Context: an optimization exercise on an open-source flow, tuned for a short achievable clock period and few clock cycles. The choices shown serve that exercise and are no tape-out recipe. RTL that was checked went through simulation tests only; none was proved equivalent to the original. Only the layout flow was run in run 2; the RTL was not checked for function there. Power figures rest on the tool's default switching activity, not on a simulated workload.

==> design.v <==
`timescale 1ns / 1ps
module adder(
	a,b,
	o
	);
	input [31:0] a;
	input [31:0] b;
	output [31:0] o;
	assign o=a+b;
endmodule
`timescale 1ns / 1ps
module ALU(
	a,b,
	aluop,
	o,z);
	input [31:0] a,b;
	input [2:0]aluop;
	output [31:0] o;
	output z;
	reg [31:0] o;
	wire [31:0] diff;
	assign diff = a-b;
	assign z = ~|o;
	always@(*)begin
		case(aluop)
			3'd0:o<=a+b;
			3'd1:o<=a-b;
			3'd2:o<=a&b;
			3'd3:o<=a|b;
			3'd4:o<=a^b;
			3'd5:o<=~(a|b);
			3'd6:begin
				o<={31'd0,diff[31]};
			end
			3'd7:o<={b,16'h0};
			default:o<=0;
		endcase
	end
endmodule
`timescale 1ns / 1ps
module functoaluop(
	func,opcode,
	aluop
	);
	input [5:0] func;
	input [5:0] opcode;
	output [2:0] aluop;
	reg [2:0] aluop;
	always@(func or opcode)begin
		case (opcode)
			6'b000000:begin
				case(func)
					6'b100000:aluop<=3'd0;
					6'b100010:aluop<=3'd1;
					6'b100100:aluop<=3'd2;
					6'b100101:aluop<=3'd3;
					6'b100110:aluop<=3'd4;
					6'b100111:aluop<=3'd5;
					6'b101010:aluop<=3'd6;
					default:aluop<=3'd0;
				endcase
			end
			6'b001000:aluop<=3'd0;
			6'b001100:aluop<=3'd2;
			6'b001111:aluop<=3'd7;
			6'b001101:aluop<=3'd3;
			6'b001010:aluop<=3'd6;
			6'b000100:aluop<=3'd1;
			6'b010101:aluop<=3'd1;
			default:aluop<=3'd0;
		endcase
	end
endmodule
`timescale 1ns / 1ps
module InstDecode(
	inst,
	CommandString
	);
	input [31:0] inst;
	output [9:0]CommandString;
	reg[1:0] PCSource;
	reg WriteEnable;
	reg ALUSrcB;
	reg WriteAddr;
	reg MemWrite;
	reg WriteData;
	wire [2:0] ALUControl;
	assign CommandString={PCSource,WriteEnable,
		ALUSrcB,WriteAddr,
		MemWrite,WriteData,
		ALUControl};
	functoaluop falop(
		.func(inst[5:0]),
		.opcode(inst[31:26]),
		.aluop(ALUControl)
		);
	always@(*)begin
		case(inst[31:26])
			6'd0:begin 
				PCSource<=2'd0;
				WriteEnable<=1'b1;
				if(inst[5:0]==5'd0)WriteEnable<=1'b0;
				ALUSrcB<=1'b0;
				WriteAddr<=1'b1;
				MemWrite<=1'b0;
				WriteData<=1'b0;
			end
			6'b001000:begin 
				PCSource <=2'd0;
				WriteEnable<=1'b1;
				ALUSrcB<=1'b1;
				WriteAddr<=1'b0;
				MemWrite<=1'b0;
				WriteData<=1'b0;
			end
			6'b001100:begin 
				PCSource <=2'd0;
				WriteEnable<=1'b1;
				ALUSrcB<=1'b1;
				WriteAddr<=1'b0;
				MemWrite<=1'b0;
				WriteData<=1'b0;
			end
			6'b001111:begin 
				PCSource <=2'd0;
				WriteEnable<=1'b1;
				ALUSrcB<=1'b1;
				WriteAddr<=1'b0;
				MemWrite<=1'b0;
				WriteData<=1'b0;
			end
			6'b001101:begin 
				PCSource <=2'd0;
				WriteEnable<=1'b1;
				ALUSrcB<=1'b1;
				WriteAddr<=1'b0;
				MemWrite<=1'b0;
				WriteData<=1'b0;
			end
			6'b001010:begin 
				PCSource <=2'd0;
				WriteEnable<=1'b1;
				ALUSrcB<=1'b1;
				WriteAddr<=1'b0;
				MemWrite<=1'b0;
				WriteData<=1'b0;
			end
			6'b000100:begin 
				PCSource<=2'd1;
				WriteEnable<=1'b0;
				ALUSrcB<=1'b0;
				WriteAddr<=1'b0;
				MemWrite<=1'b0;
				WriteData<=1'b0;
			end
			6'b010101:begin 
				PCSource<=2'd3;
				WriteEnable<=1'b0;
				ALUSrcB<=1'b0;
				WriteAddr<=1'b0;
				MemWrite<=1'b0;
				WriteData<=1'b0;
			end
			6'b100011:begin 
				PCSource<=2'd0;
				WriteEnable<=1'b1;
				ALUSrcB<=1'b1;
				WriteAddr<=1'b0;
				MemWrite<=1'b0;
				WriteData<=1'b1;
			end
			6'b101011:begin 
				PCSource<=2'd0;
				WriteEnable<=1'b0;
				ALUSrcB<=1'b1;
				WriteAddr<=1'b0;
				MemWrite<=1'b1;
				WriteData<=1'b0;
			end
			6'b000010:begin 
				PCSource<=2'd2;
				WriteEnable<=1'b0;
				ALUSrcB<=1'b0;
				WriteAddr<=1'b0;
				MemWrite<=1'b0;
				WriteData<=1'b0;
			end
			default:begin
				PCSource<=2'd0;
				WriteEnable<=1'b0;
				ALUSrcB<=1'b0;
				WriteAddr<=1'b0;
				MemWrite<=1'b0;
				WriteData<=1'b0;
			end
		endcase
	end
endmodule
`timescale 1ns / 1ps
module mux(
	in0,in1,in2,in3,
	select,
	muxout
	);
	input [31:0] in1;
	input [31:0] in2;
	input [31:0] in3;
	input [31:0] in0;
	input [1:0] select;
	output [31:0] muxout;
	assign muxout = (select == 2'd0 )? in0 : (select == 2'd1)? in1 : (select == 2'd2)? in2 : in3;
endmodule
`timescale 1ns / 1ps
module register(
	clk,nrst,
	in,latch,
	out);
	input clk;
	input nrst;
	input [31:0] in;
	input latch;
	output [31:0] out;
	reg [31:0] out;
	always@(posedge clk or negedge nrst)begin
		if(!nrst)out<= 32'd0;
		else if (!latch)out<=out;
		else out<=in;
	end
endmodule
`timescale 1ns / 1ps
module regfile(
	clk,nrst,
	RegWrite,
	rreg1, rreg2,
	wra, wrd,
	rd1, rd2
	);
	input clk;
	input nrst;
	input RegWrite;
	input [4:0] rreg1;
	input [4:0] rreg2;
	input [4:0] wra;
	input [31:0] wrd;
	output [31:0] rd1;
	output [31:0] rd2;
	reg [31:0] rd1;
	reg [31:0] rd2;
	reg [31:0] r [31:0];
	integer i;
	always@(*)begin
		rd1<=r[rreg1];
		rd2<=r[rreg2];
	end
	always@(posedge clk or negedge nrst)begin
		if(!nrst)
			for (i=0;i<32;i=i+1)begin
				r[i] <=32'd0;			
			end
		else begin
			if(RegWrite&&(|wra))r[wra]<=wrd;
		end
	end
endmodule
`timescale 1ns / 1ps
module processor(
	CLK,NRST,INST,DATA_IN,
	INST_ADDR,DATA_ADDR,DATA_OUT,DATA_WRITE
	);
	input CLK;
	input NRST;
	input [31:0] INST;
	input [31:0] DATA_IN;
	output [31:0] INST_ADDR;
	output [31:0] DATA_ADDR;
	output [31:0] DATA_OUT;
	output DATA_WRITE;
	reg [31:0] pc;          
	reg [31:0] pc_n;        
	reg        d_valid;
	reg [31:0] d_inst;
	reg [31:0] d_pc4;
	reg        d_pt;        
	reg        d_br;        
	reg [31:0] e_a, e_b, e_s;    
	reg [4:0]  e_rd;        
	reg        e_load, e_store, e_br, e_inv;
	reg [5:0]  e_op;        
	reg        e_slt;
	reg [31:0] e_alt;
	reg [31:0] m_res;       
	reg [31:0] m_addr;      
	reg [31:0] m_sdata;
	reg [4:0]  m_rd;
	reg        m_load;
	reg        m_store;
	reg [31:0] rf [1:31];
	wire [31:0] fpc = ~pc_n;
	assign INST_ADDR = pc;
	wire [31:0] pc4;
	wire [31:2] inc_c;      
	assign inc_c[2] = 1'b1;
	genvar gk;
	generate
		for (gk = 3; gk < 32; gk = gk + 1) begin : g_inc
			assign inc_c[gk] = &fpc[gk-1:2];
		end
	endgenerate
	assign pc4 = {fpc[31:2] ^ inc_c[31:2], fpc[1:0]};
	wire [5:0] f_op = INST[31:26];
	wire f_j   = (f_op == 6'b000010);
	wire f_beq = (f_op == 6'b000100);
	wire f_bne = (f_op == 6'b010101);
	wire f_same = (INST[25:21] == INST[20:16]);
	wire f_brany = f_beq | f_bne;
	wire f_dyn = INST[15] | f_bne;
	wire f_pt = f_brany & (f_same ? f_beq : f_dyn);
	wire [29:0] f_tgt_w;
	ks_add #(30) u_ftgt(.a(fpc[31:2]), .b({{14{INST[15]}}, INST[15:0]}), .cin(1'b1), .s(f_tgt_w));
	wire [31:0] f_tgt = {f_tgt_w, 2'b00};
	wire [31:0] f_jt = {pc4[31:28], INST[25:0], 2'b00};
	wire [5:0] d_opc = d_inst[31:26];
	wire [5:0] d_fn  = d_inst[5:0];
	wire [4:0] d_rs  = d_inst[25:21];
	wire [4:0] d_rt  = d_inst[20:16];
	wire [4:0] d_rdf = d_inst[15:11];
	wire [31:0] d_se = {{16{d_inst[15]}}, d_inst[15:0]};
	wire d_rtype = (d_opc == 6'b000000);
	wire d_nop   = d_rtype & (d_fn == 6'b000000);
	wire d_addi  = (d_opc == 6'b001000);
	wire d_andi  = (d_opc == 6'b001100);
	wire d_ori   = (d_opc == 6'b001101);
	wire d_slti  = (d_opc == 6'b001010);
	wire d_lui   = (d_opc == 6'b001111);
	wire d_bne   = (d_opc == 6'b010101);
	wire d_lw    = (d_opc == 6'b100011);
	wire d_sw    = (d_opc == 6'b101011);
	wire d_alur  = d_rtype & ~d_nop;
	wire d_imm   = d_addi | d_andi | d_ori | d_slti | d_lui | d_lw | d_sw;
	wire d_use_rs = d_alur | d_addi | d_andi | d_ori | d_slti | d_lw | d_sw | d_br;
	wire d_use_rt = d_alur | d_sw | d_br;
	wire [4:0] d_dst = d_alur ? d_rdf :
	                   (d_addi | d_andi | d_ori | d_slti | d_lui | d_lw) ? d_rt : 5'd0;
	wire r_sub = d_alur & (d_fn == 6'b100010);
	wire r_and = d_alur & (d_fn == 6'b100100);
	wire r_or  = d_alur & (d_fn == 6'b100101);
	wire r_xor = d_alur & (d_fn == 6'b100110);
	wire r_nor = d_alur & (d_fn == 6'b100111);
	wire r_slt = d_alur & (d_fn == 6'b101010);
	wire [5:0] d_aluop;
	assign d_aluop[1] = r_sub;
	assign d_aluop[2] = r_and | d_andi;
	assign d_aluop[3] = r_or | d_ori | d_lui;
	assign d_aluop[4] = r_xor;
	assign d_aluop[5] = r_nor;
	assign d_aluop[0] = ~(r_sub | r_and | d_andi | r_or | d_ori | d_lui | r_xor | r_nor | r_slt | d_slti);
	wire d_slt = r_slt | d_slti;
	wire [31:0] wb_data = m_load ? DATA_IN : m_res;
	wire [31:0] rf_rs = (d_rs == 5'd0) ? 32'd0 : rf[d_rs];
	wire [31:0] rf_rt = (d_rt == 5'd0) ? 32'd0 : rf[d_rt];
	wire [31:0] d_rsv = (m_rd != 5'd0 && m_rd == d_rs) ? wb_data : rf_rs;
	wire [31:0] d_rtv = (m_rd != 5'd0 && m_rd == d_rt) ? wb_data : rf_rt;
	wire e_wr = (e_rd != 5'd0);
	wire fwd_a = e_wr & (e_rd == d_rs) & d_use_rs;
	wire fwd_b = e_wr & (e_rd == d_rt) & ~d_imm;
	wire fwd_s = e_wr & (e_rd == d_rt);
	wire stall = d_valid & e_load & e_wr &
	             ((d_use_rs & (d_rs == e_rd)) | (d_use_rt & (d_rt == e_rd)));
	wire [29:0] d_tgt_w;
	ks_add #(30) u_dtgt(.a(d_pc4[31:2]), .b(d_se[29:0]), .cin(1'b0), .s(d_tgt_w));
	wire [31:0] d_tgt = {d_tgt_w, 2'b00};
	wire [31:0] sum, diff;
	ks_add #(32) u_sum(.a(e_a), .b(e_b), .cin(1'b0), .s(sum));
	ks_add #(32) u_diff(.a(e_a), .b(~e_b), .cin(1'b1), .s(diff));
	wire [31:0] alu = ({32{e_op[0]}} & sum)
	                | ({32{e_op[1]}} & diff)
	                | ({32{e_op[2]}} & (e_a & e_b))
	                | ({32{e_op[3]}} & (e_a | e_b))
	                | ({32{e_op[4]}} & (e_a ^ e_b))
	                | ({32{e_op[5]}} & ~(e_a | e_b))
	                | {31'd0, e_slt & diff[31]};
	wire eq = (e_a == e_b);
	wire mispred = e_br & (eq ^ e_inv);
	assign DATA_ADDR = m_addr;
	assign DATA_OUT = m_sdata;
	assign DATA_WRITE = m_store;
	wire e_bubble = mispred | stall | ~d_valid;
	wire s_hold = ~mispred & stall;
	wire s_jmp  = ~mispred & ~stall & f_j;
	wire s_tgt  = ~mispred & ~stall & ~f_j & f_pt;
	wire s_seq  = ~mispred & ~stall & ~f_j & ~f_pt;
	wire [31:0] npc = ({32{mispred}} & e_alt)
	                | ({32{s_hold}} & fpc)
	                | ({32{s_jmp}} & f_jt)
	                | ({32{s_tgt}} & f_tgt)
	                | ({32{s_seq}} & pc4);
	always @(posedge CLK or negedge NRST) begin
		if (!NRST) begin
			pc <= 32'd0;
			pc_n <= 32'hffffffff;
			d_valid <= 1'b0; d_inst <= 32'd0; d_pc4 <= 32'd0; d_pt <= 1'b0; d_br <= 1'b0;
			e_a <= 32'd0; e_b <= 32'd0; e_s <= 32'd0;
			e_rd <= 5'd0; e_load <= 1'b0; e_store <= 1'b0; e_br <= 1'b0; e_inv <= 1'b0;
			e_op <= 6'd0; e_slt <= 1'b0; e_alt <= 32'd0;
			m_res <= 32'd0; m_addr <= 32'd0; m_sdata <= 32'd0; m_rd <= 5'd0; m_load <= 1'b0; m_store <= 1'b0;
		end else begin
			pc <= npc;
			pc_n <= ~npc;
			if (mispred) d_valid <= 1'b0;
			else if (!stall) d_valid <= 1'b1;
			if (!stall) begin
				d_inst <= INST;
				d_pc4 <= pc4;
				d_pt <= f_pt;
				d_br <= f_brany & ~f_same;
			end
			e_a <= fwd_a ? alu : (d_use_rs ? d_rsv : 32'd0);
			e_b <= d_imm ? (d_lui ? {d_inst[15:0], 16'd0} : d_se) : (fwd_b ? alu : d_rtv);
			e_s <= fwd_s ? alu : d_rtv;
			e_op <= d_aluop;
			e_slt <= d_slt;
			e_inv <= d_bne ^ d_pt;
			e_alt <= d_pt ? d_pc4 : d_tgt;
			if (e_bubble) begin
				e_rd <= 5'd0; e_load <= 1'b0; e_store <= 1'b0; e_br <= 1'b0;
			end else begin
				e_rd <= d_dst; e_load <= d_lw; e_store <= d_sw; e_br <= d_br;
			end
			m_res <= alu;
			m_addr <= alu;
			m_sdata <= e_s;
			m_rd <= e_rd;
			m_load <= e_load;
			m_store <= e_store;
		end
	end
	integer i;
	always @(posedge CLK or negedge NRST) begin
		if (!NRST) begin
			for (i = 1; i < 32; i = i + 1) rf[i] <= 32'd0;
		end else if (m_rd != 5'd0) begin
			rf[m_rd] <= wb_data;
		end
	end
endmodule
module ks_add #(parameter W = 32) (
	input  [W-1:0] a,
	input  [W-1:0] b,
	input          cin,
	output [W-1:0] s
	);
	localparam L = (W <= 2) ? 1 : (W <= 4) ? 2 : (W <= 8) ? 3 : (W <= 16) ? 4 : (W <= 32) ? 5 : 6;
	wire [W-1:0] g [0:L];
	wire [W-1:0] p [0:L];
	wire [W-1:0] hp = a ^ b;
	assign g[0] = (a & b) | {{(W-1){1'b0}}, hp[0] & cin};
	assign p[0] = hp;
	genvar lv, k;
	generate
		for (lv = 1; lv <= L; lv = lv + 1) begin : g_lv
			for (k = 0; k < W; k = k + 1) begin : g_bit
				if (k >= (1 << (lv-1))) begin : g_op
					assign g[lv][k] = g[lv-1][k] | (p[lv-1][k] & g[lv-1][k-(1<<(lv-1))]);
					assign p[lv][k] = p[lv-1][k] & p[lv-1][k-(1<<(lv-1))];
				end else begin : g_pass
					assign g[lv][k] = g[lv-1][k];
					assign p[lv][k] = p[lv-1][k];
				end
			end
		end
	endgenerate
	assign s = hp ^ {g[L][W-2:0], cin};
endmodule
==> run.sh <==
#!/bin/bash
# synth_recipe.tcl (not shown) runs the flow's synth.tcl, then flattens the netlist and writes it again
# the make line also repeats each setting of config.mk as NAME=value (left out here)
make -C /OpenROAD-flow-scripts/flow DESIGN_CONFIG=/design/flow/config.mk WORK_HOME=/design/flow/orfs CLKGATE_MAP_FILE= SYNTH_SCRIPT=/design/flow/synth_recipe.tcl finish
==> config.mk <==
export PLATFORM = sky130hd
export DESIGN_NAME = processor
export DESIGN_NICKNAME = processor
export VERILOG_FILES = /design/flow/design.v
export SDC_FILE = /design/flow/constraint.sdc
export NUM_CORES = 4
export LEC_CHECK = 0
export CAP_MARGIN = 20
export CORE_MARGIN = 2
export CORE_UTILIZATION = 40
export SETUP_SLACK_MARGIN = 5
export SLEW_MARGIN = 20
export TNS_END_PERCENT = 100
==> constraint.sdc <==
create_clock -name core_clock -period 8.0 [get_ports {CLK}]
set_input_delay 1.6000 -clock core_clock [delete_from_list [all_inputs] [get_ports {CLK}]]
set_output_delay 1.6000 -clock core_clock [all_outputs]
set_load 0.01 [all_outputs]
==> run_results.csv, run 1 <==
group,metric,value,unit
finish,multi_input_area,0.0374,sq mm
global_route,antenna_found_initial,25,
synthesis,syn_area,0.0691,sq mm
finish,final_cell_mix,"dfrtp_1, a21oi_1, nor2_1",
critical_path,arrival,4250,ps
synthesis,ys_types,87,
placed_design,post-place-ws,2870,ps
drt,antenna_left,0,
synthesis,synth_cells,7694,
clocking,clkSinkCount,1338,
finish,n_fill_cell,15500,
critical_path,reg2reg_depth,4,
global_route,grt_pass1_wl,507,mm
finish,syn_to_final_growth,29.2,%
sta,clock_skew,59.2,ps
hold_path,hp-start,"e_s[15]",
critical_path,reg2reg_slack,4420,ps
clocking,cts_made_buffers,150,
clocking,clock_latency,870,ps
global_route,grt_max_degree,174,
global_route,grt_pass1_vias,66900,
sta,rsz0062_at_grt,"true",
drt,routed_via_density,6.92,
clocking,ctsHoldBuffers,0,
finish,nNetsFinal,8328,
critical_path,end_kind,"flip-flop",
finish,stdcell_count,10600,
drt,drc,0,
critical_path,slowest_stage,"dfrtp_1",
critical_path,worstSetupPathType,"flip-flop to flip-flop",
hold_path,min_path_cells,0,
synthesis,ys_ff_latch,1338,
finish,drive_gt1_frac,0.234,
sta,clock.fmax,279,MHz
floorplanning,rows,152,
clocking,cts_tree,"yes",
synthesis,yosys.area.top_type,"dfrtp_1",
sta,fin_setup_tns,0,ps
placed_design,io_buffer_count,162,
sta,period_needed,3580,ps
critical_path,worstPathRequired,8670,ps
sta,finalHoldViolations,0,
floorplanning,die_y,420,um
global_route,grt.overflow.total,0,
floorplanning,start_util,0.403,
synthesis,synth_top_cell_area_share,0.473,
hold_path,min_to,"m_sdata[15]",
placed_design,dp_cells,9701,
placed_design,dp_hpwl,205,mm
clocking,cts_root_buf,"clkbuf_16",
placed_design,place.gp.congestion,0.978,
synthesis,ys_warn_count,4,
drt,drtIter0Drc,14500,
sta,finalWorstSetupSlack,4420,ps
sta,drv_slew,0,
pwr,totalPowerFinal,23.7,mW
drt,vias,73100,
floorplanning,dieArea,0.176,sq mm
pwr,ir_drop,0.183,mV
clocking,htreeDepth,4,
sta,relSlewSlack,0.133,
clocking,path_clk_slew,60,ps
sta,worst_slew_pin_slew,1300,ps
critical_path,crit_start,"m_rd[0]",
floorplanning,core_area,0.172,sq mm
synthesis,ys_seq_area_frac,0.485,
clocking,clockBufferDepth,3,
job,max_cap_violations,0,
critical_path,r2r-end,"rf[21][27]",
floorplanning,io_pins,163,
hold_path,hold_path_class,"flip-flop to flip-flop",
pwr,p_per_area,266,mW/mm^2
finish,design_area,0.0892,sq mm
critical_path,rr_startpoint,"m_rd[0]",
finish,seq_area,0.0336,sq mm
drt,dr.pass1.iters,11,
synthesis,ys.flop_type,"dfrtp_1",
synthesis,synth_area_leaders,"dfrtp_1, a21oi_1, a22oi_1",
placed_design,place_area,0.0741,sq mm
critical_path,crit_fanout,52,
finish,final_common_cell,"dfrtp_1",
drt,drt_wl_total,378,mm
critical_path,start_kind,"flip-flop",
floorplanning,die_w,420,um
synthesis,synth_nets,7922,
synthesis,synth_edf_count,0,
critical_path,crit_path_cell_trace,"nand2b_1 -> nor2_4 -> buf_4 -> a21oi_1",
synthesis,avgSynthCellArea,8.98,sq um
sta,finalCritPeriodShare,0.448,
synthesis,async_flop_share,1.00,
sta,setup_viol,0,
global_route,track_usage,0.406,
critical_path,cpPeakStageDelay,900,ps
outcome,status,"no timing/DRC/antenna violations",
drt,wl_per_cell,35.8,um
pwr,p_leak,36.1,nW
[power breakdown]
part | internal, mW | switching [mW]
Combinational | 2.73 | 4.48
Sequential | 7.91 | 1.03
Clock | 4.38 | 3.17
Total | 15.0 | 8.68
[synthesized netlist by cell type, types with 32 or more instances]
cell type	count
nor4_1	37
buf_1	50
nor3_1	145
a222oi_1	63
xnor2_1	50
a22oi_1	574
nor2_1	894
nor2b_1	63
mux2_2	33
dfstp_2	32
nand3_1	105
a211oi_1	64
nand4_1	155
dfrtp_1	1306
ha_1	158
o21ai_0	543
a21oi_1	999
nand2_1	680
mux2i_1	46
a221oi_1	152
a22o_1	138
and3_1	47
xor2_1	42
clkbuf_1	586
a21o_1	63
inv_1	214
[metal layers]
layer | global-route usage | up-vias | share of wire
met2 | 0.553 | 6689 | 0.39
li1 | - | 28900 | -
met4 | 0.272 | 42 | 0.096
met1 | 0.509 | 35200 | 0.35
met3 | 0.184 | 2196 | 0.16
met5 | 0.0142 | - | 0.0026
[logic make-up after synthesis]
| group | synth area share |
|---|---|
| AND/OR/NAND/NOR | 0.146 |
| flip-flops | 0.485 |
| AO/OA/AOI/OAI | 0.267 |
| adder cells (fa/ha/maj) | 0.0298 |
| buffers and inverters | 0.0483 |
| multiplexers | 0.0120 |
| XOR/XNOR | 0.0117 |
[sequential cells by signal (all words and copies together), names as in the netlist, 5 cells and up]
name and cells:
rf 992, d_inst 32, d_pc4 32, e_a 32, e_alt 32, e_b 32
e_s 32, m_addr 32, m_sdata 32, pc 32, pc_n 32, e_op 6
e_rd 5, m_rd 5
[critical path: cells and delay by family, from the launching register on]
family / cells / cell delay, ps
DFF: 1 / 900
and+or+nand+nor: 2 / 1340
buffers and inverters: 1 / 870
AOI/OAI and AO/OA: 1 / 180
[worst max-delay path by stage]
stage,endpoint,depth (start not counted)
after detailed placement,pc_n[28],11
after CTS,pc_n[28],14
after global routing,pc[10],13
after floorplan,pc[24],13
final,rf[21][27],4
after global placement,pc_n[28],11
[what timing repair did]
item / 4_1_cts / 5_1_grt
pin swaps: 172 / 277
gates resized for setup: 1030 / 554
setup endpoints to repair: 486 / 396
cloned: 16 / 24
buffers inserted: 250 / 264
[metrics by stage]
stage / utilization / hold WS, ps
CTS: 0.488 / 350
detailed placement: 0.432 / 336
global route: 0.520 / 354
global placement: 0.431 / 336
floorplan: - / 331
finish: 0.520 / 348
[cell type report]
cell class	count	area share
clock inverters	65	0.0101
multi-input cells	5489	0.419
diodes	23	0.000645
flip-flops and latches	1338	0.376
clock buffers	209	0.0491
inverters	221	0.00969
repair buffers	900	0.103
well taps	2310	0.0324
Testbench counts, summed over its fixed seeds: cycles 37,842.
==> run 2, diff against run 1 <==
--- a/design.v
+++ b/design.v
@@ -451,3 +451,3 @@
 	);
-	localparam L = (W <= 2) ? 1 : (W <= 4) ? 2 : (W <= 8) ? 3 : (W <= 16) ? 4 : (W <= 32) ? 5 : 6;
+	localparam L = $clog2(W);
 	wire [W-1:0] g [0:L];
==> run_results.csv, run 2 <==
group,metric,value,unit
synthesis,ys_types,87,
hold_path,hold_path_class,"flip-flop to flip-flop",
global_route,grt_pass1_vias,66900,
finish,largest_register_ffs,992,
floorplanning,dieArea,0.176,sq mm
finish,regMostFlops,"rf",
sta,worst_slew_pin_slew,1300,ps
drt,wl_per_cell,35.8,um
pwr,p_leak,36.1,nW
placed_design,io_buffer_count,162,
sta,relSlewSlack,0.133,
critical_path,arrival,4250,ps
drt,vias,73100,
drt,antenna_left,0,
floorplanning,die_y,420,um
clocking,ctsHoldBuffers,0,
global_route,grt.overflow.total,0,
clocking,clock_latency,870,ps
floorplanning,die_w,420,um
critical_path,start_kind,"flip-flop",
clocking,cts_tree,"yes",
pwr,ir_drop,0.183,mV
finish,final_common_cell,"dfrtp_1",
synthesis,ys.flop_type,"dfrtp_1",
global_route,antenna_found_initial,25,
global_route,grt_max_degree,174,
global_route,grt_pass1_wl,507,mm
finish,stdcell_count,10600,
synthesis,ys_warn_count,4,
clocking,htreeDepth,4,
drt,dr.pass1.iters,11,
outcome,status,"no timing/DRC/antenna violations",
critical_path,worstPathRequired,8670,ps
drt,drtIter0Drc,14500,
clocking,path_clk_slew,60,ps
sta,finalHoldViolations,0,
synthesis,yosys.area.top_type,"dfrtp_1",
floorplanning,core_area,0.172,sq mm
finish,drive_gt1_frac,0.234,
floorplanning,rows,152,
drt,routed_via_density,6.92,
placed_design,place.gp.congestion,0.978,
sta,finalCritPeriodShare,0.448,
synthesis,synth_nets,7922,
placed_design,dp_cells,9701,
finish,syn_to_final_growth,29.2,%
critical_path,worstSetupPathType,"flip-flop to flip-flop",
synthesis,yosysMostFrequentCell,"dfrtp_1",
synthesis,synth_top_cell_area_share,0.473,
floorplanning,start_util,0.403,
synthesis,synth.top_cells.by_count,"dfrtp_1, a21oi_1, nor2_1",
synthesis,ys_ff_latch,1338,
finish,nNetsFinal,8328,
synthesis,synth_area_leaders,"dfrtp_1, a21oi_1, a22oi_1",
clocking,clkSinkCount,1338,
floorplanning,io_pins,163,
global_route,track_usage,0.406,
sta,setup_viol,0,
drt,drt_wl_total,378,mm
synthesis,avgSynthCellArea,8.98,sq um
synthesis,synth_edf_count,0,
sta,period_needed,3580,ps
clocking,cts_root_buf,"clkbuf_16",
sta,clock.fmax,279,MHz
synthesis,synth_cells,7694,
synthesis,syn_area,0.0691,sq mm
clocking,clockBufferDepth,3,
clocking,cts_made_buffers,150,
sta,rsz0062_at_grt,"true",
finish,final_cell_mix,"dfrtp_1, a21oi_1, nor2_1",
sta,fin_setup_tns,0,ps
critical_path,crit_fanout,52,
placed_design,dp_hpwl,205,mm
sta,clock_skew,59.2,ps
pwr,p_per_area,266,mW/mm^2
sta,drv_slew,0,
drt,drc,0,
synthesis,async_flop_share,1.00,
job,max_cap_violations,0,
critical_path,end_kind,"flip-flop",
synthesis,ys_seq_area_frac,0.485,
==> run 2: per-layer routing <==
| metal | track usage | share of wire |
|---|---|---|
| met2 | 0.553 | 0.39 |
| met5 | 0.0142 | 0.0026 |
| met3 | 0.184 | 0.16 |
| met1 | 0.509 | 0.35 |
| met4 | 0.272 | 0.096 |
==> run 2: cell families (layout without fill, tap and decap cells) <==
group,Yosys count,count (layout),synth area share
adder cells (fa/ha/maj),162,162,0.0298
flip-flops,1338,1338,0.485
buffers and inverters,876,1395,0.0483
AND/OR/NAND/NOR,2273,2278,0.146
XOR/XNOR,92,92,0.0117
multiplexers,79,81,0.0120
other,0,23,0
AO/OA/AOI/OAI,2874,2876,0.267
==> run 2: area by class of cell <==
| type | instances | area (sq um) |
|---|---|---|
| well taps | 2310 | 2890 |
| flip-flops and latches | 1338 | 33600 |
| clock buffers | 209 | 4380 |
| repair buffers | 900 | 9210 |
| multi-input cells | 5489 | 37400 |
| diodes | 23 | 57.6 |
| fillers | 15500 | 82300 |
| clock inverters | 65 | 903 |
| inverters | 221 | 865 |
==> run 2: power by group <==
group          switching [mW]  total [mW]  internal [mW]
Clock                    3.17        7.55           4.38
Sequential               1.03        8.94           7.91
Combinational            4.48        7.21           2.73
Total                    8.68        23.7           15.0
==> run 2: final timing paths <==
path                       startpoint     endpoint  slack [ps]  depth (start not counted)
setup / recovery              m_rd[0]   rf[21][27]        4420                          4
hold / removal                e_s[15]  m_sdata[15]         350                          0
setup reg to reg              m_rd[0]   rf[21][27]        4420                          4
hold reg to reg               e_s[15]  m_sdata[15]         350                          0
max in group asynchronous        NRST   m_addr[11]        5410                          2
min in group asynchronous        NRST    rf[29][6]         720                          1
==> run 2: critical path: stages, from the launching register on <==
cell and delay (ps):
dfrtp_1 900, nand2b_1 640, nor2_4 700, buf_4 870, a21oi_1 180
==> run 2: through the flow <==
step	util	instance area [sq um]	power, mW	hold slack, ps	worst slack [ps]
6_report	0.520	89200	23.7	348	4420
2_1_floorplan	-	69500	12.1	331	4240
4_1_cts	0.488	83800	22.7	350	4580
3_5_place_dp	0.432	74100	14.7	336	2870
5_1_grt	0.520	89200	24.4	354	4470
3_3_place_gp	0.431	74000	14.7	336	2970
==> run 2: timing repair <==
| action | CTS | global route |
|---|---|---|
| hold endpoints to repair | 0 | 0 |
| endpoints found under the setup margin | 486 | 396 |
| pin swaps | 172 | 277 |
| gates resized for setup | 1030 | 554 |
| setup buffers | 250 | 264 |
| gates cloned | 16 | 24 |
==> run 3, diff against run 2 <==
--- a/design.v
+++ b/design.v
@@ -283,4 +283,11 @@
 	reg        d_pt;        
+	reg        d_fix;       
+	reg        d_j;
+	reg        e_fix;
+	reg [31:0] e_next;
+	reg        e_pt;
 	reg        d_br;        
-	reg [31:0] e_a, e_b, e_s;    
+	reg [31:0] e_a, e_b;    
+	reg [31:0] e_s;         
+	reg        e_fs;
 	reg [4:0]  e_rd;        
@@ -294,2 +301,3 @@
 	reg [4:0]  m_rd;
+	reg [31:1] m_we;        
 	reg        m_load;
@@ -299,12 +307,7 @@
 	assign INST_ADDR = pc;
-	wire [31:0] pc4;
-	wire [31:2] inc_c;      
-	assign inc_c[2] = 1'b1;
-	genvar gk;
-	generate
-		for (gk = 3; gk < 32; gk = gk + 1) begin : g_inc
-			assign inc_c[gk] = &fpc[gk-1:2];
-		end
-	endgenerate
-	assign pc4 = {fpc[31:2] ^ inc_c[31:2], fpc[1:0]};
+	wire [29:0] pc4_w = fpc[31:2] + 30'd1;
+	wire [31:0] pc4 = {pc4_w, 2'b00};
+	wire [9:0] f_seq = fpc[11:2] + 10'd1;
+	wire f_seq_x = &fpc[11:2];
+	wire f_j_x = &fpc[27:2];
 	wire [5:0] f_op = INST[31:26];
@@ -315,8 +318,19 @@
 	wire f_brany = f_beq | f_bne;
-	wire f_dyn = INST[15] | f_bne;
-	wire f_pt = f_brany & (f_same ? f_beq : f_dyn);
-	wire [29:0] f_tgt_w;
-	ks_add #(30) u_ftgt(.a(fpc[31:2]), .b({{14{INST[15]}}, INST[15:0]}), .cin(1'b1), .s(f_tgt_w));
-	wire [31:0] f_tgt = {f_tgt_w, 2'b00};
-	wire [31:0] f_jt = {pc4[31:28], INST[25:0], 2'b00};
+	reg [1:0] bht [0:63];
+	reg       bhv [0:63];
+	reg bp_ok, bp_v, bp_t;
+	wire [5:0] f_idx = fpc[7:2];
+	wire [5:0] f_idx_n = fpc[7:2] + 6'd1;
+	wire [1:0] bn_c = bht[f_idx_n];
+	wire f_dyn = (bp_ok & bp_v) ? bp_t : (INST[15] | f_bne);
+	reg [5:0] d_idx, e_idx, m_idx;
+	reg m_upd, m_tk, e_zr, e_ztk;
+	wire f_short = (INST[15:9] == {7{INST[9]}});
+	wire f_pt = f_brany & f_short & (f_same ? f_beq : f_dyn);
+	wire [9:0] f_tlo;
+	wire f_tc;
+	assign {f_tc, f_tlo} = {1'b0, fpc[11:2]} + {1'b0, INST[9:0]} + 11'd1;
+	wire f_tgt_x = f_tc ^ INST[9];
+	wire [31:0] f_tgt = {fpc[31:12], f_tlo, 2'b00};
+	wire [31:0] f_jt = {fpc[31:28], INST[25:0], 2'b00};
 	wire [5:0] d_opc = d_inst[31:26];
@@ -368,4 +382,3 @@
 	             ((d_use_rs & (d_rs == e_rd)) | (d_use_rt & (d_rt == e_rd)));
-	wire [29:0] d_tgt_w;
-	ks_add #(30) u_dtgt(.a(d_pc4[31:2]), .b(d_se[29:0]), .cin(1'b0), .s(d_tgt_w));
+	wire [29:0] d_tgt_w = d_pc4[31:2] + d_se[29:0];
 	wire [31:0] d_tgt = {d_tgt_w, 2'b00};
@@ -374,2 +387,23 @@
 	ks_add #(32) u_diff(.a(e_a), .b(~e_b), .cin(1'b1), .s(diff));
+	wire [31:0] and_ab = e_a & e_b;
+	wire [31:0] or_ab  = e_a | e_b;
+	wire [31:0] xor_ab = e_a ^ e_b;
+	wire [31:0] a_d = d_use_rs ? d_rsv : 32'd0;
+	wire [31:0] b_d = d_imm ? (d_lui ? {d_inst[15:0], 16'd0} : d_se) : d_rtv;
+	wire [31:0] a_next = ({32{fwd_a & e_op[0]}} & sum)
+	                   | ({32{fwd_a & e_op[1]}} & diff)
+	                   | ({32{fwd_a & e_op[2]}} & and_ab)
+	                   | ({32{fwd_a & e_op[3]}} & or_ab)
+	                   | ({32{fwd_a & e_op[4]}} & xor_ab)
+	                   | ({32{fwd_a & e_op[5]}} & ~or_ab)
+	                   | {31'd0, fwd_a & e_slt & diff[31]}
+	                   | ({32{~fwd_a}} & a_d);
+	wire [31:0] b_next = ({32{fwd_b & e_op[0]}} & sum)
+	                   | ({32{fwd_b & e_op[1]}} & diff)
+	                   | ({32{fwd_b & e_op[2]}} & and_ab)
+	                   | ({32{fwd_b & e_op[3]}} & or_ab)
+	                   | ({32{fwd_b & e_op[4]}} & xor_ab)
+	                   | ({32{fwd_b & e_op[5]}} & ~or_ab)
+	                   | {31'd0, fwd_b & e_slt & diff[31]}
+	                   | ({32{~fwd_b}} & b_d);
 	wire [31:0] alu = ({32{e_op[0]}} & sum)
@@ -382,3 +416,18 @@
 	wire eq = (e_a == e_b);
-	wire mispred = e_br & (eq ^ e_inv);
+	wire mis_e = e_br & (eq ^ e_inv);
+	wire mispred = mis_e | e_fix;
+	wire [31:0] redirect = mis_e ? e_alt : e_next;
+	wire br_fa = (e_rd == d_rs);
+	wire br_fwd = e_wr & (br_fa | (e_rd == d_rt));
+	wire br_r0 = br_fa ? (d_rt == 5'd0) : (d_rs == 5'd0);
+	wire [31:0] z_t = e_a ^ e_b;
+	wire [31:0] z_o = e_a | e_b;
+	wire z_sum = ~|(z_t ^ {z_o[30:0], 1'b0});
+	wire z_val = (e_op[0] & z_sum) | ((e_op[1] | e_op[4]) & eq) | (e_op[2] & ~|(e_a & e_b)) |
+	             (e_op[3] & ~|z_o) | (e_op[5] & (&z_o));
+	wire d_zres = d_valid & d_br & d_pt & br_fwd & br_r0 & ~e_load & ~e_slt;
+	wire d_ztk = z_val ^ d_bne;                  
+	wire d_mis = d_zres & ~stall & ~mispred & ~d_ztk;
+	wire any_mis = mispred | d_mis;
+	wire [31:0] redirect_all = mispred ? redirect : d_pc4;
 	assign DATA_ADDR = m_addr;
@@ -387,11 +436,12 @@
 	wire e_bubble = mispred | stall | ~d_valid;
-	wire s_hold = ~mispred & stall;
-	wire s_jmp  = ~mispred & ~stall & f_j;
-	wire s_tgt  = ~mispred & ~stall & ~f_j & f_pt;
-	wire s_seq  = ~mispred & ~stall & ~f_j & ~f_pt;
-	wire [31:0] npc = ({32{mispred}} & e_alt)
-	                | ({32{s_hold}} & fpc)
-	                | ({32{s_jmp}} & f_jt)
-	                | ({32{s_tgt}} & f_tgt)
-	                | ({32{s_seq}} & pc4);
+	wire s_hold = stall;
+	wire s_jmp  = ~stall & f_j;
+	wire s_tgt  = ~stall & ~f_j & f_pt;
+	wire s_seq  = ~stall & ~f_j & ~f_pt;
+	wire [31:0] npc_f = ({32{s_hold}} & fpc)
+	                  | ({32{s_jmp}} & f_jt)
+	                  | ({32{s_tgt}} & f_tgt)
+	                  | ({32{s_seq}} & {fpc[31:12], f_seq, 2'b00});
+	wire [31:0] npc = any_mis ? redirect_all : npc_f;
+	wire f_fix = (s_jmp & f_j_x) | (s_tgt & f_tgt_x) | (s_seq & f_seq_x);
 	always @(posedge CLK or negedge NRST) begin
@@ -400,7 +450,7 @@
 			pc_n <= 32'hffffffff;
-			d_valid <= 1'b0; d_inst <= 32'd0; d_pc4 <= 32'd0; d_pt <= 1'b0; d_br <= 1'b0;
-			e_a <= 32'd0; e_b <= 32'd0; e_s <= 32'd0;
+			d_valid <= 1'b0; d_pt <= 1'b0; d_br <= 1'b0; d_fix <= 1'b0; d_j <= 1'b0; e_fix <= 1'b0;
+			e_fs <= 1'b0; m_we <= 31'd0;
 			e_rd <= 5'd0; e_load <= 1'b0; e_store <= 1'b0; e_br <= 1'b0; e_inv <= 1'b0;
-			e_op <= 6'd0; e_slt <= 1'b0; e_alt <= 32'd0;
-			m_res <= 32'd0; m_addr <= 32'd0; m_sdata <= 32'd0; m_rd <= 5'd0; m_load <= 1'b0; m_store <= 1'b0;
+			e_op <= 6'd0; e_slt <= 1'b0;
+			m_rd <= 5'd0; m_load <= 1'b0; m_store <= 1'b0;
 		end else begin
@@ -408,13 +458,11 @@
 			pc_n <= ~npc;
-			if (mispred) d_valid <= 1'b0;
+			if (any_mis) d_valid <= 1'b0;
 			else if (!stall) d_valid <= 1'b1;
 			if (!stall) begin
-				d_inst <= INST;
-				d_pc4 <= pc4;
 				d_pt <= f_pt;
-				d_br <= f_brany & ~f_same;
+				d_br <= f_brany & (~f_same | ~f_short);
+				d_fix <= f_fix;
+				d_j <= f_j;
 			end
-			e_a <= fwd_a ? alu : (d_use_rs ? d_rsv : 32'd0);
-			e_b <= d_imm ? (d_lui ? {d_inst[15:0], 16'd0} : d_se) : (fwd_b ? alu : d_rtv);
-			e_s <= fwd_s ? alu : d_rtv;
+			e_fs <= fwd_s;
 			e_op <= d_aluop;
@@ -422,11 +470,8 @@
 			e_inv <= d_bne ^ d_pt;
-			e_alt <= d_pt ? d_pc4 : d_tgt;
 			if (e_bubble) begin
-				e_rd <= 5'd0; e_load <= 1'b0; e_store <= 1'b0; e_br <= 1'b0;
+				e_rd <= 5'd0; e_load <= 1'b0; e_store <= 1'b0; e_br <= 1'b0; e_fix <= 1'b0;
 			end else begin
-				e_rd <= d_dst; e_load <= d_lw; e_store <= d_sw; e_br <= d_br;
+				e_rd <= d_dst; e_load <= d_lw; e_store <= d_sw; e_br <= d_br & ~d_zres; e_fix <= d_fix & ~d_mis;
 			end
-			m_res <= alu;
-			m_addr <= alu;
-			m_sdata <= e_s;
+			m_we <= e_we;
 			m_rd <= e_rd;
@@ -436,2 +481,53 @@
 	end
+	always @(posedge CLK) begin
+		if (!stall) begin
+			d_inst <= INST;
+			d_pc4 <= pc4;
+			d_idx <= f_idx;
+		end
+		e_a <= a_next;
+		e_b <= b_next;
+		e_s <= d_rtv;
+		e_alt <= d_pt ? d_pc4 : d_tgt;
+		e_next <= d_j ? {d_pc4[31:28], d_inst[25:0], 2'b00} : d_pt ? d_tgt : d_pc4;
+		e_idx <= d_idx;
+		m_res <= alu;
+		m_addr <= alu;
+		m_sdata <= e_fs ? m_res : e_s;
+		m_idx <= e_idx;
+	end
+	integer j;
+	always @(posedge CLK or negedge NRST) begin
+		if (!NRST) begin
+			for (j = 0; j < 64; j = j + 1) begin bht[j] <= 2'd0; bhv[j] <= 1'b0; end
+			bp_ok <= 1'b0; bp_v <= 1'b0; bp_t <= 1'b0;
+			m_upd <= 1'b0; m_tk <= 1'b0; e_pt <= 1'b0; e_zr <= 1'b0; e_ztk <= 1'b0;
+		end else begin
+			if (!stall) begin
+				bp_ok <= s_seq & ~any_mis;
+				bp_v <= bhv[f_idx_n];
+				bp_t <= bn_c[1];
+			end
+			e_pt <= d_pt;
+			m_upd <= e_br | e_zr;
+			m_tk <= e_zr ? e_ztk : (eq ^ e_inv ^ e_pt);
+			e_zr <= d_zres & ~e_bubble;
+			e_ztk <= d_ztk;
+			for (j = 0; j < 64; j = j + 1) begin
+				if (m_upd && m_idx == j) begin
+					bhv[j] <= 1'b1;
+					if (!bhv[j]) bht[j] <= m_tk ? 2'd2 : 2'd1;
+					else if (m_tk && bht[j] != 2'd3) bht[j] <= bht[j] + 2'd1;
+					else if (!m_tk && bht[j] != 2'd0) bht[j] <= bht[j] - 2'd1;
+				end
+			end
+		end
+	end
+	wire [31:1] e_we;
+	genvar gw;
+	generate
+		for (gw = 1; gw < 32; gw = gw + 1) begin : g_we
+			assign e_we[gw] = (e_rd == gw);
+		end
+	endgenerate
 	integer i;
@@ -440,4 +536,4 @@
 			for (i = 1; i < 32; i = i + 1) rf[i] <= 32'd0;
-		end else if (m_rd != 5'd0) begin
-			rf[m_rd] <= wb_data;
+		end else begin
+			for (i = 1; i < 32; i = i + 1) if (m_we[i]) rf[i] <= wb_data;
 		end
@@ -451,3 +547,3 @@
 	);
-	localparam L = $clog2(W);
+	localparam L = (W <= 2) ? 1 : (W <= 4) ? 2 : (W <= 8) ? 3 : (W <= 16) ? 4 : (W <= 32) ? 5 : 6;
 	wire [W-1:0] g [0:L];
==> run_results.csv, run 3 <==
group,metric,value,unit
outcome,status,"no timing/DRC/antenna violations",
critical_path,cpPeakStageDelay,790,ps
synthesis,ys.flop_type,"dfrtp_1",
global_route,track_usage,0.379,
synthesis,ys_seq_area_frac,0.485,
drt,routed_via_density,6.82,
critical_path,crit_buf_inv,6,
global_route,antenna_found_initial,26,
critical_path,reg2reg_slack,4550,ps
sta,drv_slew,0,
critical_path,worstPathRequired,8780,ps
finish,design_area,0.104,sq mm
critical_path,rr_startpoint,"d_inst[22]",
synthesis,yosysMostFrequentCell,"nor2_1",
critical_path,crit_path_cell_trace,"buf_6 -> buf_6 -> nand2b_4 -> buf_12 -> buf_4 -> nor2_4 -> buf_12 -> buf_6 -> a222oi_1 -> and3_1 -> nand4_1 -> nor4_4 -> o22ai_2 -> nor2_2 -> nor3_2",
critical_path,crit_fanout,5,
sta,rsz0062_at_grt,"true",
critical_path,arrival,4230,ps
sta,clock_skew,50.8,ps
finish,nNetsFinal,9878,
floorplanning,rows,166,
floorplanning,die_w,456,um
finish,seq_area,0.0400,sq mm
synthesis,syn_area,0.0818,sq mm
sta,finalHoldViolations,0,
sta,worst_slew_pin_slew,1310,ps
sta,setup_viol,0,
finish,final_core_util,0.511,
pwr,combPwrFrac,0.309,
critical_path,slowest_stage,"nor4_4",
clocking,clockBufferDepth,3,
clocking,path_clk_slew,60,ps
synthesis,ys_ff_latch,1617,
clocking,htreeDepth,4,
critical_path,reg2reg_depth,15,
drt,vias,85500,
finish,syn_to_final_growth,27.4,%
finish,drive_gt1_frac,0.227,
critical_path,crit_start,"d_inst[22]",
drt,antenna_left,0,
synthesis,synth_nets,9458,
pwr,pwr-share-clk,0.295,
clocking,clock_latency,880,ps
sta,fin_setup_tns,0,ps
floorplanning,io_pins,163,
global_route,grt_max_degree,171,
floorplanning,core_area,0.204,sq mm
synthesis,synth_edf_count,68,
pwr,p_per_area,281,mW/mm^2
pwr,seqPwrFrac,0.396,
finish,final_common_cell,"nor2_1",
critical_path,end_kind,"flip-flop",
drt,wl_per_cell,33.3,um
synthesis,synth_cells,9249,
pwr,p_leak,39.9,nW
drt,drt_wl_total,418,mm
finish,reg_top3,"rf x992, bht x128, bhv x64",
synthesis,ys_warn_count,37,
synthesis,synth_top_cell_area_share,0.393,
sta,period_needed,3450,ps
clocking,ctsHoldBuffers,0,
global_route,busiest_layer,"met2",
hold_path,hp-start,"e_idx[3]",
floorplanning,start_util,0.401,
critical_path,start_kind,"flip-flop",
clocking,cts_root_buf,"clkbuf_16",
placed_design,io_buffer_count,162,
hold_path,min_to,"m_idx[3]",
synthesis,yosys.area.top_type,"dfrtp_1",
critical_path,worstSetupPathType,"flip-flop to flip-flop",
sta,clock.fmax,289,MHz
job,max_cap_violations,0,
global_route,gr-usage-met1,0.474,
hold_path,min_path_cells,0,
sta,relSlewSlack,0.124,
pwr,intPower,18.4,mW
global_route,grt_pass1_vias,78800,
synthesis,avgSynthCellArea,8.85,sq um
floorplanning,die_y,456,um
critical_path,r2r-end,"e_a[24]",
clocking,cts_tree,"yes",
finish,n_fill_cell,18200,
finish,multi_input_area,0.0438,sq mm
clocking,clkSinkCount,1617,
critical_path,crit_top_cell,"buf_6",
pwr,ir_drop,0.278,mV
sta,finalCritPeriodShare,0.432,
pwr,p_sw,10.8,mW
global_route,grtUsageMet3,0.146,
sta,hold_ws,327,ps
global_route,grtUsageMet2,0.532,
critical_path,crit_family,"simple AND/OR/NAND/NOR gates",
floorplanning,dieArea,0.208,sq mm
pwr,p_sw_frac,0.369,
finish,final_cell_mix,"nor2_1, a21oi_1, dfrtp_1",
hold_path,hold_path_class,"flip-flop to flip-flop",
synthesis,async_flop_share,0.814,
placed_design,place_area,0.0869,sq mm
finish,largest_register_ffs,992,
global_route,grt_pass1_wl,574,mm
synthesis,synth_area_leaders,"dfrtp_1, a21oi_1, a22oi_1",
pwr,totalPowerFinal,29.2,mW
synthesis,synth.top_cells.by_count,"nor2_1, a21oi_1, dfrtp_1",
clocking,cts_made_buffers,175,
drt,drtIter0Drc,16500,
finish,regMostFlops,"rf",
placed_design,place.gp.congestion,0.980,
global_route,grt.overflow.total,0,
drt,drc,0,
synthesis,ys_types,94,
placed_design,dp_hpwl,237,mm
drt,dr.pass1.iters,22,
## run 3: power by group through the flow
stage | logic, mW | registers [mW] | clock network [mW]
3_5_place_dp | 7.06 | 11.5 | 0
2_1_floorplan | 4.47 | 10.9 | 0
5_1_grt | 9.54 | 11.7 | 8.97
4_1_cts | 7.97 | 11.4 | 8.64
3_3_place_gp | 6.93 | 11.5 | 0
6_report | 9.04 | 11.6 | 8.62
## run 3: metal layers
metal / routed length (um) / part of all wire / up-vias
met1: 147000 / 0.35 / 41200
met4: 39400 / 0.094 / 27
met5: 416 / 0.0010 / -
met2: 168000 / 0.40 / 7547
li1: - / - / 34300
met3: 63500 / 0.15 / 2438
## run 3: cells by family (layout without fill, tap and decap cells)
group / count (synthesis) / in the layout / share of synthesized area
other cells: 0 / 30 / 0
mux: 159 / 159 / 0.0203
buf+inv: 942 / 1502 / 0.0442
fa+ha+maj: 143 / 143 / 0.0222
compound gates: 3172 / 3172 / 0.246
flops: 1617 / 1617 / 0.485
simple gates: 3060 / 3063 / 0.165
xor+xnor: 156 / 156 / 0.0167
## run 3: through the flow
stage	std cells	setup slack, ps
detailed placement	11600	3370
finish	12500	4550
global route	12500	4520
CTS	12200	4650
global placement	11600	3400
floorplan	9249	4420
## run 3: area by class of cell
class | instances | area share
repair inverters | 1 | 0.0000480
well taps | 2688 | 0.0323
multi-input cells | 6693 | 0.421
clock buffers | 245 | 0.0481
repair buffers | 978 | 0.0975
flip-flops and latches | 1617 | 0.383
diodes | 30 | 0.000720
inverters | 203 | 0.00802
clock inverters | 75 | 0.00904
## run 3: repair_timing
action | CTS | global route
gates resized for setup | 1269 | 577
setup endpoints to repair | 411 | 276
endpoints found under the hold margin | 0 | 0
pin swaps | 208 | 313
gates cloned | 19 | 17
setup buffers | 281 | 278
## run 3: how the worst max path moves through the flow
stage / to / slack [ps] / depth (start not counted)
final: e_a[24] / 4550 / 15
after global routing: e_b[24] / 4520 / 17
after CTS: pc[4] / 4650 / 15
after detailed placement: pc[13] / 3370 / 7
after global placement: pc[2] / 3400 / 12
after floorplan: d_fix / 4420 / 14
## run 3: worst register-to-register path: stages (launching register included)
cell and delay [ps]:
edfxtp_1 500, buf_6 180, buf_6 110, nand2b_4 120
buf_12 130, buf_4 120, nor2_4 40, buf_12 140
buf_6 150, a222oi_1 270, and3_1 210, nand4_1 150
nor4_4 790, o22ai_2 190, nor2_2 210, nor3_2 50
Testbench counts of run 3, summed over its fixed seeds: cycles 37,134.
==> run 4, diff against run 3 <==
--- a/design.v
+++ b/design.v
@@ -283,2 +283,4 @@
 	reg        d_pt;        
+	reg        d_use_rs;    
+	reg        d_use_rt;
 	reg        d_fix;       
@@ -329,2 +331,8 @@
 	wire f_pt = f_brany & f_short & (f_same ? f_beq : f_dyn);
+	wire f_alur  = (f_op == 6'b000000) & (INST[5:0] != 6'b000000);
+	wire f_immrs = (f_op == 6'b001000) | (f_op == 6'b001100) | (f_op == 6'b001101) |
+	               (f_op == 6'b001010) | (f_op == 6'b100011) | (f_op == 6'b101011);
+	wire f_brres = f_brany & (~f_same | ~f_short);    
+	wire f_use_rs = f_alur | f_immrs | f_brres;
+	wire f_use_rt = f_alur | (f_op == 6'b101011) | f_brres;
 	wire [9:0] f_tlo;
@@ -353,4 +361,2 @@
 	wire d_imm   = d_addi | d_andi | d_ori | d_slti | d_lui | d_lw | d_sw;
-	wire d_use_rs = d_alur | d_addi | d_andi | d_ori | d_slti | d_lw | d_sw | d_br;
-	wire d_use_rt = d_alur | d_sw | d_br;
 	wire [4:0] d_dst = d_alur ? d_rdf :
@@ -385,4 +391,4 @@
 	wire [31:0] sum, diff;
-	ks_add #(32) u_sum(.a(e_a), .b(e_b), .cin(1'b0), .s(sum));
-	ks_add #(32) u_diff(.a(e_a), .b(~e_b), .cin(1'b1), .s(diff));
+	assign sum = e_a + e_b;
+	assign diff = e_a - e_b;
 	wire [31:0] and_ab = e_a & e_b;
@@ -450,3 +456,3 @@
 			pc_n <= 32'hffffffff;
-			d_valid <= 1'b0; d_pt <= 1'b0; d_br <= 1'b0; d_fix <= 1'b0; d_j <= 1'b0; e_fix <= 1'b0;
+			d_valid <= 1'b0; d_use_rs <= 1'b0; d_use_rt <= 1'b0; d_pt <= 1'b0; d_br <= 1'b0; d_fix <= 1'b0; d_j <= 1'b0; e_fix <= 1'b0;
 			e_fs <= 1'b0; m_we <= 31'd0;
@@ -462,3 +468,5 @@
 				d_pt <= f_pt;
-				d_br <= f_brany & (~f_same | ~f_short);
+				d_br <= f_brres;
+				d_use_rs <= f_use_rs;
+				d_use_rt <= f_use_rt;
 				d_fix <= f_fix;
@@ -541,29 +549 @@
 endmodule
-module ks_add #(parameter W = 32) (
-	input  [W-1:0] a,
-	input  [W-1:0] b,
-	input          cin,
-	output [W-1:0] s
-	);
-	localparam L = (W <= 2) ? 1 : (W <= 4) ? 2 : (W <= 8) ? 3 : (W <= 16) ? 4 : (W <= 32) ? 5 : 6;
-	wire [W-1:0] g [0:L];
-	wire [W-1:0] p [0:L];
-	wire [W-1:0] hp = a ^ b;
-	assign g[0] = (a & b) | {{(W-1){1'b0}}, hp[0] & cin};
-	assign p[0] = hp;
-	genvar lv, k;
-	generate
-		for (lv = 1; lv <= L; lv = lv + 1) begin : g_lv
-			for (k = 0; k < W; k = k + 1) begin : g_bit
-				if (k >= (1 << (lv-1))) begin : g_op
-					assign g[lv][k] = g[lv-1][k] | (p[lv-1][k] & g[lv-1][k-(1<<(lv-1))]);
-					assign p[lv][k] = p[lv-1][k] & p[lv-1][k-(1<<(lv-1))];
-				end else begin : g_pass
-					assign g[lv][k] = g[lv-1][k];
-					assign p[lv][k] = p[lv-1][k];
-				end
-			end
-		end
-	endgenerate
-	assign s = hp ^ {g[L][W-2:0], cin};
-endmodule
==> run_results.csv, run 4 <==
group,metric,value,unit
outcome,status,"no timing/DRC/antenna violations",
drt,dr.pass1.iters,15,
sta,setup_viol,0,
synthesis,synth.top_cells.by_count,"nor2_1, a21oi_1, dfrtp_1",
clocking,cts_root_buf,"clkbuf_16",
floorplanning,dieArea,0.210,sq mm
sta,fin_setup_tns,0,ps
sta,period_needed,3530,ps
floorplanning,io_pins,163,
drt,drc,0,
floorplanning,core_area,0.205,sq mm
finish,syn_to_final_growth,25.9,%
sta,drv_slew,0,
synthesis,synth_cells,9392,
pwr,seqPwrFrac,0.401,
drt,routed_via_density,6.89,
global_route,track_usage,0.389,
clocking,cts_tree,"yes",
floorplanning,rows,166,
critical_path,start_kind,"flip-flop",
sta,clock.fmax,283,MHz
synthesis,syn_area,0.0825,sq mm
sta,clock_skew,54.6,ps
pwr,p_sw_frac,0.366,
synthesis,synth_edf_count,68,
critical_path,end_kind,"flip-flop",
placed_design,io_buffer_count,162,
floorplanning,die_w,458,um
finish,n_fill_cell,18400,
clocking,cts_made_buffers,175,
finish,nNetsFinal,9970,
global_route,grt.overflow.total,0,
finish,final_common_cell,"nor2_1",
synthesis,ys_types,102,
synthesis,async_flop_share,0.815,
clocking,htreeDepth,4,
job,max_cap_violations,0,
synthesis,ys_ff_latch,1619,
global_route,antenna_found_initial,34,
sta,rsz0062_at_grt,"true",
global_route,grt_pass1_wl,590,mm
clocking,path_clk_slew,70,ps
critical_path,reg2reg_slack,4470,ps
synthesis,ys_warn_count,36,
synthesis,yosys.area.top_type,"dfrtp_1",
placed_design,place.gp.congestion,1.01,
synthesis,avgSynthCellArea,8.79,sq um
drt,wl_per_cell,34.1,um
finish,drive_gt1_frac,0.212,
placed_design,place_area,0.0879,sq mm
critical_path,arrival,4260,ps
pwr,p_per_area,266,mW/mm^2
clocking,clkSinkCount,1619,
critical_path,reg2reg_depth,13,
clocking,clock_latency,860,ps
sta,relSlewSlack,0.142,
drt,drt_wl_total,429,mm
drt,vias,86800,
placed_design,dp_hpwl,247,mm
global_route,grt_pass1_vias,79900,
floorplanning,die_y,458,um
critical_path,worstSetupPathType,"flip-flop to flip-flop",
sta,finalHoldViolations,0,
critical_path,worstPathRequired,8730,ps
synthesis,synth_area_leaders,"dfrtp_1, a21oi_1, a22oi_1",
drt,drtIter0Drc,17000,
synthesis,synth_nets,9609,
pwr,p_sw,10.1,mW
global_route,grt_max_degree,189,
finish,regMostFlops,"rf",
finish,reg_top3,"rf x992, bht x128, bhv x64",
synthesis,synth_top_cell_area_share,0.390,
floorplanning,start_util,0.403,
clocking,ctsHoldBuffers,0,
synthesis,ys_seq_area_frac,0.481,
finish,final_cell_mix,"nor2_1, a21oi_1, dfrtp_1",
hold_path,hold_path_class,"flip-flop to flip-flop",
synthesis,ys.flop_type,"dfrtp_1",
sta,worst_slew_pin_slew,1290,ps
pwr,pwr-share-clk,0.309,
synthesis,yosysMostFrequentCell,"nor2_1",
pwr,ir_drop,0.248,mV
finish,largest_register_ffs,992,
pwr,p_leak,39.9,nW
finish,design_area,0.104,sq mm
clocking,clockBufferDepth,3,
drt,antenna_left,0,
pwr,totalPowerFinal,27.6,mW
pwr,combPwrFrac,0.290,
sta,finalCritPeriodShare,0.441,
pwr,intPower,17.5,mW
critical_path,crit_fanout,33,
hold_path,min_path_cells,0,
## run 4: cell count changes in the layout (fill, tap and decap cells not counted), sizes merged, moves of 18 or more
cell	before	now
a21oi	1381	1526
nor2b	24	50
nand2	634	595
o21ai	291	237
and3	45	23
o21a	41	23
inv	202	220
buf	890	843
nand3	113	135
nand2b	138	169
nor2	1572	1606
o2111ai	37	6
a221oi	73	43
## run 4: final timing paths
check,from,end
min in group asynchronous,NRST,bhv[46]
hold reg to reg,e_idx[4],m_idx[4]
max in group asynchronous,NRST,rf[29][17]
setup / recovery,e_op[5],pc[21]
setup reg to reg,e_op[5],pc[21]
hold / removal,e_idx[4],m_idx[4]
## run 4: critical path: stages, from the launching register on
cell,delay [ps]
dfrtp_1,370
buf_12,260
nor4b_4,310
nand4_1,270
nor4_4,390
nand4_1,200
nand4_1,410
xor2_4,130
buf_12,170
o21ai_4,190
buf_4,150
buf_6,140
a211oi_1,60
a211o_1,310
## run 4: what timing repair did
action / 4_1_cts / 5_1_grt
pin swaps: 192 / 227
endpoints found under the hold margin: 0 / 0
cloned: 15 / 13
setup buffers: 310 / 191
endpoints found under the setup margin: 378 / 223
resized for setup: 1195 / 469
## run 4: stage by stage
| step | worst slack, ps | std cells | utilization | hold WS, ps |
|---|---|---|---|---|
| 2_1_floorplan | 4150 | 9392 | - | 310 |
| 3_3_place_gp | 2910 | 11700 | 0.429 | 314 |
| 3_5_place_dp | 2780 | 11700 | 0.429 | 314 |
| 4_1_cts | 4660 | 12400 | 0.487 | 330 |
| 5_1_grt | 4500 | 12600 | 0.507 | 341 |
| 6_report | 4470 | 12600 | 0.508 | 327 |
## run 4: cell type report
cell class	instances	area, sq um	area share
timing repair buffer	920	9660	0.0929
timing repair inverter	2	25.0	0.000241
inverter	208	832	0.00801
antenna	16	40.0	0.000385
clock inverter	69	781	0.00751
clock buffer	254	5160	0.0496
tap	2688	3360	0.0324
multi-input combinational	6827	44100	0.424
sequential	1619	40000	0.385
## run 4: layer usage
layer  up-vias  GRT usage  part of all wire  wire, um
li1      34700          -                 -         -
met1     42000      0.481              0.35    150000
met2      7764      0.535              0.40    170000
met3      2378      0.171              0.16     68400
met4        54      0.274             0.095     40600
met5         -     0.0133            0.0016       696
## run 4: cells by family (layout without fill, tap and decap cells)
group           Yosys count  count (layout)  synth area share
simple gates           3123            3127             0.168
buf+inv                 954            1453            0.0442
compound gates         3227            3227             0.245
fa+ha+maj               151             151            0.0233
xor+xnor                135             135            0.0144
other cells               0              16                 0
mux                     183             187            0.0233
flops                  1619            1619             0.481
## run 4: power groups by stage
stage | logic, mW | registers (mW) | clock network [mW]
after floorplan | 3.93 | 10.6 | 0
after global placement | 6.15 | 11.1 | 0
after detailed placement | 6.28 | 11.1 | 0
after CTS | 7.24 | 11.0 | 8.54
after global routing | 8.40 | 11.2 | 8.89
final | 8.01 | 11.1 | 8.55
Testbench counts of run 4, summed over its fixed seeds: cycles 37,134.
==> run 5, diff against run 4 <==
--- a/design.v
+++ b/design.v
@@ -285,2 +285,3 @@
 	reg        d_use_rt;
+	reg        e_mrs, e_mrt;
 	reg        d_fix;       
@@ -383,5 +384,5 @@
 	wire e_wr = (e_rd != 5'd0);
-	wire fwd_a = e_wr & (e_rd == d_rs) & d_use_rs;
-	wire fwd_b = e_wr & (e_rd == d_rt) & ~d_imm;
-	wire fwd_s = e_wr & (e_rd == d_rt);
+	wire fwd_a = e_mrs & d_use_rs;
+	wire fwd_b = e_mrt & ~d_imm;
+	wire fwd_s = e_mrt;
 	wire stall = d_valid & e_load & e_wr &
@@ -425,4 +426,4 @@
 	wire [31:0] redirect = mis_e ? e_alt : e_next;
-	wire br_fa = (e_rd == d_rs);
-	wire br_fwd = e_wr & (br_fa | (e_rd == d_rt));
+	wire br_fa = e_mrs;
+	wire br_fwd = e_mrs | e_mrt;
 	wire br_r0 = br_fa ? (d_rt == 5'd0) : (d_rs == 5'd0);
@@ -431,5 +432,4 @@
 	wire z_sum = ~|(z_t ^ {z_o[30:0], 1'b0});
-	wire z_val = (e_op[0] & z_sum) | ((e_op[1] | e_op[4]) & eq) | (e_op[2] & ~|(e_a & e_b)) |
-	             (e_op[3] & ~|z_o) | (e_op[5] & (&z_o));
-	wire d_zres = d_valid & d_br & d_pt & br_fwd & br_r0 & ~e_load & ~e_slt;
+	wire z_val = z_sum;
+	wire d_zres = d_valid & d_br & d_pt & br_fwd & br_r0 & ~e_load & e_op[0];
 	wire d_ztk = z_val ^ d_bne;                  
@@ -456,3 +456,3 @@
 			pc_n <= 32'hffffffff;
-			d_valid <= 1'b0; d_use_rs <= 1'b0; d_use_rt <= 1'b0; d_pt <= 1'b0; d_br <= 1'b0; d_fix <= 1'b0; d_j <= 1'b0; e_fix <= 1'b0;
+			d_valid <= 1'b0; d_use_rs <= 1'b0; d_use_rt <= 1'b0; e_mrs <= 1'b0; e_mrt <= 1'b0; d_pt <= 1'b0; d_br <= 1'b0; d_fix <= 1'b0; d_j <= 1'b0; e_fix <= 1'b0;
 			e_fs <= 1'b0; m_we <= 31'd0;
@@ -463,2 +463,4 @@
 			pc <= npc;
+			e_mrs <= ~e_bubble & (d_dst != 5'd0) & (d_dst == INST[25:21]);
+			e_mrt <= ~e_bubble & (d_dst != 5'd0) & (d_dst == INST[20:16]);
 			pc_n <= ~npc;
==> run_results.csv, run 5 <==
group,metric,value,unit
outcome,status,"no timing/DRC/antenna violations",
finish,n_fill_cell,18300,
critical_path,start_kind,"flip-flop",
clocking,cts_root_buf,"clkbuf_16",
global_route,busiest_layer,"met2",
drt,drtIter0Drc,17100,
sta,relSlewSlack,0.188,
clocking,path_clk_slew,60,ps
sta,clock.fmax,290,MHz
drt,drt_wl_total,424,mm
hold_path,hold_path_class,"flip-flop to flip-flop",
synthesis,yosysMostFrequentCell,"nor2_1",
synthesis,avgSynthCellArea,8.82,sq um
synthesis,yosys.area.top_type,"dfrtp_1",
sta,setup_viol,0,
clocking,clockBufferDepth,3,
pwr,p_leak,39.9,nW
pwr,intPower,17.1,mW
sta,clock_skew,63.1,ps
finish,reg_top3,"rf x992, bht x128, bhv x64",
synthesis,synth_edf_count,68,
finish,regMostFlops,"rf",
floorplanning,io_pins,163,
drt,dr.pass1.iters,11,
pwr,p_per_area,258,mW/mm^2
synthesis,ys_seq_area_frac,0.485,
critical_path,arrival,4180,ps
clocking,cts_tree,"yes",
global_route,grt_max_degree,170,
finish,final_common_cell,"nor2_1",
synthesis,ys_ff_latch,1621,
synthesis,syn_area,0.0820,sq mm
sta,hold_ws,319,ps
global_route,gr-usage-met1,0.480,
synthesis,async_flop_share,0.815,
floorplanning,die_w,457,um
global_route,antenna_found_initial,35,
sta,period_needed,3450,ps
job,max_cap_violations,0,
drt,wl_per_cell,33.8,um
pwr,pwr-share-clk,0.316,
placed_design,place_area,0.0872,sq mm
synthesis,ys.flop_type,"dfrtp_1",
sta,fin_setup_tns,0,ps
synthesis,synth_cells,9298,
floorplanning,start_util,0.402,
sta,worst_slew_pin_slew,1190,ps
finish,drive_gt1_frac,0.213,
critical_path,worstPathRequired,8730,ps
-- run 5: cell types whose count changed after synthesis, moves of 16 or more --
cell / previous run / this run
a21oi_1: 1525 / 1480
nand2_1: 594 / 624
nor3_1: 140 / 110
inv_1: 204 / 231
nand3_1: 132 / 109
nand3b_1: 11 / 33
clkbuf_1: 648 / 630
mux2_2: 70 / 52
nor4_1: 64 / 47
o221a_2: 8 / 24
-- run 5: worst max-delay path, stage by stage (launching register included) --
cell	delay, ps
dfstp_2	600
buf_6	120
buf_6	110
inv_8	40
buf_4	140
ha_1	240
nand2_1	160
o22ai_1	140
buf_4	220
a22o_1	310
a222oi_1	350
nand4_1	200
a211oi_2	340
nand4_1	180
o221a_1	160
-- run 5: routing by layer --
| metal | wire (um) | part of all wire |
|---|---|---|
| met5 | 793 | 0.0019 |
| met2 | 166000 | 0.39 |
| met4 | 39100 | 0.092 |
| met3 | 69800 | 0.16 |
| met1 | 148000 | 0.35 |
-- run 5: layout make-up --
class | instances | area (sq um) | area share
Timing Repair Buffer | 954 | 9910 | 0.0957
Clock buffer | 258 | 5000 | 0.0483
Timing Repair inverter | 1 | 11.3 | 0.000109
Tap cell | 2688 | 3360 | 0.0325
Multi-Input combinational cell | 6709 | 43400 | 0.419
Clock inverter | 58 | 791 | 0.00764
Antenna cell | 20 | 50.0 | 0.000484
Inverter | 241 | 976 | 0.00943
Sequential cell | 1621 | 40000 | 0.387
-- run 5: worst paths after layout --
kind,end,slack [ps],start,cells after the start
max in group asynchronous,pc[6],5320,NRST,3
setup / recovery,bp_t,4550,pc_n[2],14
setup reg to reg,bp_t,4550,pc_n[2],14
hold reg to reg,m_idx[2],320,e_idx[2],0
hold / removal,m_idx[2],320,e_idx[2],0
min in group asynchronous,bht[29][0],690,NRST,1
-- run 5: logic make-up after synthesis --
family | count (synthesis) | synth area share
AO/OA/AOI/OAI | 3176 | 0.245
AND/OR/NAND/NOR | 3067 | 0.165
flip-flops | 1621 | 0.485
buffers and inverters | 977 | 0.0453
multiplexers | 154 | 0.0196
XOR/XNOR | 152 | 0.0162
adder cells (fa/ha/maj) | 151 | 0.0234
-- run 5: power groups by stage --
| stage | Clock, mW | Sequential [mW] | Combinational, mW |
|---|---|---|---|
| finish | 8.44 | 10.6 | 7.63 |
| global route | 8.72 | 10.7 | 7.99 |
| CTS | 8.39 | 10.5 | 6.78 |
| detailed placement | 0 | 10.6 | 5.83 |
| global placement | 0 | 10.6 | 5.72 |
| floorplan | 0 | 10.2 | 3.60 |
-- run 5: per-stage QoR --
step	std cells	utilization	setup WS (ps)	power, mW
floorplan	9298	-	4530	13.8
CTS	12300	0.487	4510	25.7
finish	12600	0.507	4550	26.7
global placement	11600	0.427	2730	16.3
global route	12500	0.507	4510	27.4
detailed placement	11600	0.427	2640	16.5
-- run 5: timing repair --
action	CTS	global route
buffers inserted	379	154
endpoints found under the setup margin	378	236
pin swaps	248	229
gates resized for setup	1207	440
cloned	18	19
Testbench counts of run 5, summed over its fixed seeds: cycles 37,135.

Check on run 5: ideal ports give 4.550 ns setup slack; a clkbuf_16 on the clock port and buf_2 on the inputs give 4.550 ns; moving port delays by the midpoint clock arrival (0.958 ns) as well gives 3.908 ns.
